From an optimization exercise on the open Yosys and OpenROAD flow, aimed at small area, a short achievable clock period and few clock cycles per item; shortcuts taken in it are not production practice. RTL that was checked went through simulation tests only; none was proved equivalent to the original.

Design loop_compact, start of the top module:
module loop_compact(
    input           clk,
    input           rst_n,
    input           input_valid_i,
    input [63:0]    input_block_index_i,
    input [63:0]    din,
    output          input_ready_o,
    output          output_valid_o,
    output [255:0]  dout
    );
Size in the first run: roughly 5900 cells after synthesis, roughly 1100 flip-flops.
==> flow/config.mk <==
export PLATFORM = sky130hd
export DESIGN_NAME = loop_compact
export DESIGN_NICKNAME = loop_compact
export VERILOG_FILES = /design/flow/design.v
export SDC_FILE = /design/flow/constraint.sdc
export NUM_CORES = 4
export LEC_CHECK = 0
export ABC_AREA = 1
export CAP_MARGIN = 20
export CORE_MARGIN = 2
export CORE_UTILIZATION = 30
export CTS_CLUSTER_DIAMETER = 100
export CTS_CLUSTER_SIZE = 20
export SETUP_SLACK_MARGIN = 5
export SLEW_MARGIN = 20
==> flow/constraint.sdc <==
create_clock -name core_clock -period 16.0 [get_ports {clk}]
set_input_delay 3.2000 -clock core_clock [delete_from_list [all_inputs] [get_ports {clk}]]
set_output_delay 3.2000 -clock core_clock [all_outputs]
set_load 0.01 [all_outputs]
standard.sh (not shown) runs the stock make flow with config.mk's settings and CLKGATE_MAP_FILE= SYNTH_SCRIPT=/design/flow/synth_recipe.tcl, a recipe that flattens the netlist after the stock synthesis.
==> flow/flow/run.sh <==
#!/bin/bash
# Layout: the standard flow (standard.sh, with its synthesis unchanged and
# the settings of config.mk), except that the port buffers are buf_1 cells
# instead of the delay buffers buffer_ports picks by default. The make output
# goes to standard_flow.log; ORFS keeps each step's log under orfs/logs/.
set -euo pipefail
bash standard.sh "BUFFER_PORTS_ARGS=-buffer_cell sky130_fd_sc_hd__buf_1" finish > standard_flow.log 2>&1
Testbench counts at the start, summed over its fixed seeds: cycles 13,080, items 384.
Next try:
==> flow/run.sh (new file) <==
#!/bin/bash
# synth_recipe.tcl (not shown) runs the flow's synth.tcl, then flattens the netlist and writes it again
# the make line also repeats each setting of config.mk as NAME=value (left out here)
make -C /OpenROAD-flow-scripts/flow DESIGN_CONFIG=/design/flow/config.mk WORK_HOME=/design/flow/orfs CLKGATE_MAP_FILE= SYNTH_SCRIPT=/design/flow/synth_recipe.tcl finish
- CORE_UTILIZATION: 30 -> 45
- CTS_CLUSTER_DIAMETER: 100 -> unset
- CTS_CLUSTER_SIZE: 20 -> unset
removed: flow/flow/run.sh
removed: flow/standard.sh
What happened: The changed run completed with no timing, DRC or antenna violations. Clock skew climbs by 0.011 ns. Area after synthesis does not change. Wire length fell by about 4.5%. Synthesized cell count is unchanged. Worst hold slack got worse by 0.0071 ns. Via count climbs by 1.6%. Count of clock-buffer cells in the layout rose by 59. Setup slack gets worse by 0.078 ns. Global-route usage rose by 12 points.
Next try:
==> flow/flow/run.sh (new file) <==
#!/bin/bash
# Layout: the standard flow (standard.sh, with its synthesis unchanged and
# the settings of config.mk), except that the port buffers are buf_1 cells
# instead of the delay buffers buffer_ports picks by default. The make output
# goes to standard_flow.log; ORFS keeps each step's log under orfs/logs/.
set -euo pipefail
bash standard.sh "BUFFER_PORTS_ARGS=-buffer_cell sky130_fd_sc_hd__buf_1" finish > standard_flow.log 2>&1
==> flow/standard.sh (new file) <==
#!/bin/bash
# synth_recipe.tcl (not shown) runs the flow's synth.tcl, then flattens the netlist and writes it again
# the make line also repeats each setting of config.mk as NAME=value (left out here)
make -C /OpenROAD-flow-scripts/flow DESIGN_CONFIG=/design/flow/config.mk WORK_HOME=/design/flow/orfs CLKGATE_MAP_FILE= SYNTH_SCRIPT=/design/flow/synth_recipe.tcl "${@:-finish}"
- CAP_MARGIN: 20 -> 5
- CORE_UTILIZATION: 45 -> 30
- CTS_CLUSTER_DIAMETER: unset -> 100
- CTS_CLUSTER_SIZE: unset -> 20
- SLEW_MARGIN: 20 -> 5
removed: flow/run.sh
Worst hold slack degrades by 0.014 ns. Design area falls by a few percent.
Next try:
==> flow/run.sh (new file) <==
#!/bin/bash
# synth_recipe.tcl (not shown) runs the flow's synth.tcl, then flattens the netlist and writes it again
# the make line also repeats each setting of config.mk as NAME=value (left out here)
make -C /OpenROAD-flow-scripts/flow DESIGN_CONFIG=/design/flow/config.mk WORK_HOME=/design/flow/orfs CLKGATE_MAP_FILE= SYNTH_SCRIPT=/design/flow/synth_recipe.tcl finish
- CAP_MARGIN: 5 -> 20
- CTS_CLUSTER_DIAMETER: 100 -> unset
- CTS_CLUSTER_SIZE: 20 -> unset
- SLEW_MARGIN: 5 -> 20
removed: flow/flow/run.sh
removed: flow/standard.sh
=>
- The new run produced a clean layout
- non-clock buffer count rose by 3
- fmax fell by 1.0%
- core utilization rose by 2.1 points
- routed wire length hardly moves
- via count rose by 1.9%
- die area does not change
Next try:
==> flow/flow/run.sh (new file) <==
#!/bin/bash
# Layout: the standard flow (standard.sh, with its synthesis unchanged and
# the settings of config.mk), with two changes to how the layout is made:
#  - the port buffers are buf_1 cells instead of the delay buffers that
#    buffer_ports picks by default (every port still gets its own buffer);
#  - clock tree synthesis clusters up to 20 sinks within 100 um per leaf
#    buffer and inserts no dummy loads.
# The make output goes to standard_flow.log; ORFS keeps each step's full log
# under orfs/logs/.
set -euo pipefail
bash standard.sh \
  "BUFFER_PORTS_ARGS=-buffer_cell sky130_fd_sc_hd__buf_1" \
  "CTS_ARGS=-sink_clustering_enable -repair_clock_nets -sink_clustering_size 25 -sink_clustering_max_diameter 100 -dont_use_dummy_load" \
  finish > standard_flow.log 2>&1
==> flow/standard.sh (new file) <==
#!/bin/bash
# synth_recipe.tcl (not shown) runs the flow's synth.tcl, then flattens the netlist and writes it again
# the make line also repeats each setting of config.mk as NAME=value (left out here)
make -C /OpenROAD-flow-scripts/flow DESIGN_CONFIG=/design/flow/config.mk WORK_HOME=/design/flow/orfs CLKGATE_MAP_FILE= SYNTH_SCRIPT=/design/flow/synth_recipe.tcl "${@:-finish}"
removed: flow/run.sh
Effect: The changed run completed with no timing, DRC or antenna violations. Wire length is about the same. Synthesized area stays the same. Final cell count shrinks by 1.4%. Count of clock-buffer cells in the layout went down by 98. Design area fell by 6.8%. Utilization falls by 2.6 points. Sequential cell count is unchanged. Worst hold slack is better by 0.026 ns.
Next try:
==> flow/flow/run.sh (replaced) <==
#!/bin/bash
set -euo pipefail
bash standard.sh "BUFFER_PORTS_ARGS=-buffer_cell sky130_fd_sc_hd__buf_1" SETUP_SLACK_MARGIN=7 finish > standard_flow.log 2>&1
- SETUP_SLACK_MARGIN: 5 -> unset
Result: Die area is unchanged. Maximum frequency goes down by about 1.9%. Hold slack gets worse by 0.0075 ns. First-iteration DRC count decreases by about 3.5%.

========
The RTL this note starts from:
==> flow/design.v <==
module loop_compact(
    input           clk,
    input           rst_n,
    input           input_valid_i,
    input [63:0]    input_block_index_i,
    input [63:0]    din,
    output          input_ready_o,
    output          output_valid_o,
    output [255:0]  dout
    );
    localparam [255:0] SM3_IV    = 256'h7380166f4914b2b9172442d7da8a0600a96f30bc163138aae38dee4db0fb0e4e;
    localparam [31:0]  SM3_T0    = 32'h79cc4519;
    localparam [31:0]  SM3_T1_16 = 32'h9d8a7a87;    
    function [31:0] rotl;
        input [31:0] x;
        input integer n;
        begin
            rotl = (x << n) | (x >> (32 - n));
        end
    endfunction
    function [31:0] p0;
        input [31:0] x;
        begin
            p0 = x ^ rotl(x, 9) ^ rotl(x, 17);
        end
    endfunction
    function [31:0] p1;
        input [31:0] x;
        begin
            p1 = x ^ rotl(x, 15) ^ rotl(x, 23);
        end
    endfunction
    function [31:0] cry;
        input [31:0] x;
        input [31:0] y;
        reg   [31:0] g, p, gn, pn;
        integer d, k;
        begin
            g = x & y;
            p = x ^ y;
            for (d = 1; d < 32; d = d * 2) begin
                gn = g;
                pn = p;
                for (k = 0; k < 32; k = k + 1) begin
                    if ((k / d) % 2 == 1) begin
                        gn[k] = g[k] | (p[k] & g[(k/d)*d-1]);
                        pn[k] = p[k] & p[(k/d)*d-1];
                    end
                end
                g = gn;
                p = pn;
            end
            cry = {g[30:0], 1'b0};
        end
    endfunction
    function [31:0] late_s;
        input [31:0] x;
        input [31:0] y;
        input [31:0] zp;
        input [31:0] zc;
        begin
            late_s = (x ^ y ^ zp) ^ zc;
        end
    endfunction
    function [31:0] late_c;
        input [31:0] x;
        input [31:0] y;
        input [31:0] zp;
        input [31:0] zc;
        reg   [31:0] a, o, k0, k1, m;
        begin
            a  = x & y;
            o  = x | y;
            k0 = a | (o & zp);     
            k1 = a | (o & ~zp);    
            m  = (zc & k1) | (~zc & k0);
            late_c = {m[30:0], 1'b0};
        end
    endfunction
    function [31:0] csa_s;
        input [31:0] x;
        input [31:0] y;
        input [31:0] z;
        begin
            csa_s = x ^ y ^ z;
        end
    endfunction
    function [31:0] csa_c;
        input [31:0] x;
        input [31:0] y;
        input [31:0] z;
        begin
            csa_c = {(x[30:0] & y[30:0]) | (x[30:0] & z[30:0]) | (y[30:0] & z[30:0]), 1'b0};
        end
    endfunction
    reg        run;       
    reg  [5:0] cnt;       
    reg        fin;       
    reg        ovalid;
    reg        idx0;      
    reg        ffsel;     
    wire accept = input_valid_i & input_ready_o;
    wire last   = (cnt == 6'd33);
    assign input_ready_o  = ~run | last;
    assign output_valid_o = ovalid;
    always @(posedge clk or negedge rst_n) begin
        if (~rst_n) begin
            run    <= 1'b0;
            cnt    <= 6'd0;
            fin    <= 1'b0;
            ovalid <= 1'b0;
        end else begin
            fin    <= run & last;
            ovalid <= fin;
            if (accept) begin
                run <= 1'b1;
                cnt <= 6'd0;
            end else begin
                if (last) run <= 1'b0;
                cnt <= cnt + 6'd1;
            end
        end
    end
    reg  [31:0] w [0:15];
    wire [31:0] w16 = p1(w[0] ^ w[7] ^ rotl(w[13], 15)) ^ rotl(w[3], 7) ^ w[10];
    wire [31:0] w17 = p1(w[1] ^ w[8] ^ rotl(w[14], 15)) ^ rotl(w[4], 7) ^ w[11];
    wire        use_exp = run & (cnt >= 6'd7) & (cnt <= 6'd32);
    wire [31:0] in_hi = use_exp ? w16 : din[63:32];
    wire [31:0] in_lo = use_exp ? w17 : din[31:0];
    integer i;
    always @(posedge clk) begin
        for (i = 0; i < 14; i = i + 1) w[i] <= w[i+2];
        w[14] <= in_hi;
        w[15] <= in_lo;
    end
    reg  [31:0] A, B, C, D, E, F, G, H;
    reg  [31:0] V0, V1, V2, V3, V4, V5, V6, V7;
    reg  [31:0] T;        
    wire init = (cnt == 6'd1);    
    wire [255:0] start = idx0 ? SM3_IV : {V0, V1, V2, V3, V4, V5, V6, V7};
    wire [31:0] a12  = rotl(A, 12);
    wire [31:0] sxa  = csa_s(E, T, a12), sya = csa_c(E, T, a12);
    wire [31:0] spa  = rotl(sxa ^ sya, 7);         
    wire [31:0] sca  = rotl(cry(sxa, sya), 7);
    wire [31:0] ffa  = ffsel ? (A ^ B ^ C) : ((A & B) | (A & C) | (B & C));
    wire [31:0] gga  = ffsel ? (E ^ F ^ G) : ((E & F) | (~E & G));
    wire [31:0] u1a  = csa_s(ffa, D, w[10] ^ w[14]), v1a = csa_c(ffa, D, w[10] ^ w[14]);
    wire [31:0] u2a  = csa_s(gga, H, w[10]),         v2a = csa_c(gga, H, w[10]);
    wire [31:0] x1a  = late_s(u1a, v1a, spa ^ a12, sca), y1a = late_c(u1a, v1a, spa ^ a12, sca);
    wire [31:0] x2a  = late_s(u2a, v2a, spa, sca),       y2a = late_c(u2a, v2a, spa, sca);
    wire [31:0] p1a  = x1a ^ y1a, c1a = cry(x1a, y1a);    
    wire [31:0] p2a  = x2a ^ y2a, c2a = cry(x2a, y2a);    
    wire [31:0] e1p  = p0(p2a), e1c = p0(c2a);           
    wire [31:0] A1 = p1a ^ c1a, B1 = A, C1 = rotl(B, 9), D1 = C;
    wire [31:0] E1 = e1p ^ e1c, F1 = E, G1 = rotl(F, 19), H1 = G;
    wire [31:0] b12  = rotl(A1, 12);
    wire [31:0] tb   = rotl(T, 1);
    wire [31:0] sxb  = (tb ^ b12 ^ e1p) ^ e1c;
    wire [31:0] myb  = (E1 & (tb | b12)) | (~E1 & (tb & b12));
    wire [31:0] syb  = {myb[30:0], 1'b0};
    wire [31:0] spb  = rotl(sxb ^ syb, 7);
    wire [31:0] scb  = rotl(cry(sxb, syb), 7);
    wire [31:0] ffb  = ffsel ? (A1 ^ B1 ^ C1) : ((A1 & B1) | (A1 & C1) | (B1 & C1));
    wire [31:0] ggb  = ffsel ? (E1 ^ F1 ^ G1) : ((E1 & F1) | (~E1 & G1));
    wire [31:0] u1b  = csa_s(D1, w[11] ^ w[15], ffb), v1b = csa_c(D1, w[11] ^ w[15], ffb);
    wire [31:0] u2b  = csa_s(H1, w[11], ggb),         v2b = csa_c(H1, w[11], ggb);
    wire [31:0] x1b  = late_s(u1b, v1b, spb ^ b12, scb), y1b = late_c(u1b, v1b, spb ^ b12, scb);
    wire [31:0] x2b  = late_s(u2b, v2b, spb, scb),       y2b = late_c(u2b, v2b, spb, scb);
    wire [31:0] p1b  = x1b ^ y1b, c1b = cry(x1b, y1b);
    wire [31:0] p2b  = x2b ^ y2b, c2b = cry(x2b, y2b);
    always @(posedge clk) begin
        if (accept) idx0 <= (input_block_index_i == 64'd0);
        if (init) begin
            {A, B, C, D, E, F, G, H} <= start;
            T     <= SM3_T0;
            ffsel <= 1'b1;
        end else begin
            A <= p1b ^ c1b;
            B <= A1;
            C <= rotl(B1, 9);
            D <= C1;
            E <= p0(p2b) ^ p0(c2b);
            F <= E1;
            G <= rotl(F1, 19);
            H <= G1;
            if (cnt == 6'd9) begin
                T     <= SM3_T1_16;
                ffsel <= 1'b0;
            end else begin
                T     <= rotl(T, 2);
            end
        end
        if (fin)
            {V0, V1, V2, V3, V4, V5, V6, V7} <= {V0 ^ A, V1 ^ B, V2 ^ C, V3 ^ D, V4 ^ E, V5 ^ F, V6 ^ G, V7 ^ H};
        else if (init & run & idx0)
            {V0, V1, V2, V3, V4, V5, V6, V7} <= SM3_IV;
    end
    assign dout = {V0, V1, V2, V3, V4, V5, V6, V7};
endmodule
==> flow/config.mk <==
export PLATFORM = sky130hd
export DESIGN_NAME = loop_compact
export DESIGN_NICKNAME = loop_compact
export VERILOG_FILES = /design/flow/design.v
export SDC_FILE = /design/flow/constraint.sdc
export NUM_CORES = 4
export LEC_CHECK = 0
export ABC_AREA = 1
export CAP_MARGIN = 20
export CORE_MARGIN = 2
export CORE_UTILIZATION = 30
export SLEW_MARGIN = 20
==> flow/constraint.sdc <==
create_clock -name core_clock -period 16.0 [get_ports {clk}]
set_input_delay 3.2000 -clock core_clock [delete_from_list [all_inputs] [get_ports {clk}]]
set_output_delay 3.2000 -clock core_clock [all_outputs]
set_load 0.01 [all_outputs]
==> flow/flow/run.sh <==
#!/bin/bash
set -euo pipefail
bash standard.sh "BUFFER_PORTS_ARGS=-buffer_cell sky130_fd_sc_hd__buf_1" SETUP_SLACK_MARGIN=7 finish > standard_flow.log 2>&1
The starting point finished with timing, DRC and antenna clean.
Next try:
==> flow/run.sh (new file) <==
#!/bin/bash
# synth_recipe.tcl (not shown) runs the flow's synth.tcl, then flattens the netlist and writes it again
# the make line also repeats each setting of config.mk as NAME=value (left out here)
make -C /OpenROAD-flow-scripts/flow DESIGN_CONFIG=/design/flow/config.mk WORK_HOME=/design/flow/orfs CLKGATE_MAP_FILE= SYNTH_SCRIPT=/design/flow/synth_recipe.tcl finish
--- a/flow/config.mk
+++ b/flow/config.mk
@@ -11,0 +12 @@
+export SETUP_SLACK_MARGIN = 5
removed: flow/flow/run.sh
removed: flow/standard.sh
=>
- The new run finished with timing, DRC and antenna clean
- synthesized area is unchanged
- final cell count is lower by 1.2%
- maximum frequency decreases by about 1.4%
- clock-buffer cell count is higher by 16
- die area stays the same
- routed wire length is about the same
No functional check of the RTL was part of any run of this note.

-- port drivers added, routing unchanged --
The results above use ideal ports. As a check the final layouts listed here were re-extracted and re-timed, cells and wires unchanged. Step 1 sets driving cells, clkbuf_16 on the clock port and buf_2 on the other inputs (assumed; they add their load-dependent delay and slew). Step 2 also shifts input and output timing later by t, the mid clock arrival at the registers, as if the neighbouring blocks saw the same clock. Slacks: no drivers / after step 1 / after step 2; pairs: no drivers / after step 1.
run | shift t [ns] | setup WS [ns] | clock arrival spread, ns | pins driven straight from the clock port
the first run of note 1 | 0.809 | 4.650 / 4.650 / 4.650 | 0.053 / 0.054 | 1
the second run of note 1 | 0.818 | 4.571 / 4.571 / 4.571 | 0.066 / 0.065 | 1
the third run of note 1 | 0.804 | 4.705 / 4.705 / 4.705 | 0.077 / 0.077 | 1
the fourth run of note 1 | 0.848 | 4.589 / 4.589 / 4.589 | 0.116 / 0.116 | 1
the fifth run of note 1 | 0.781 | 4.700 / 4.700 / 4.700 | 0.133 / 0.133 | 1
the sixth run of note 1 | 0.849 | 4.485 / 4.485 / 4.485 | 0.122 / 0.122 | 1
the first run of note 2 | 0.895 | 5.366 / 5.366 / 5.366 | 0.075 / 0.075 | 1
the second run of note 2 | 0.887 | 5.216 / 5.216 / 5.216 | 0.086 / 0.086 | 1
After both steps every run listed still meets setup and hold.
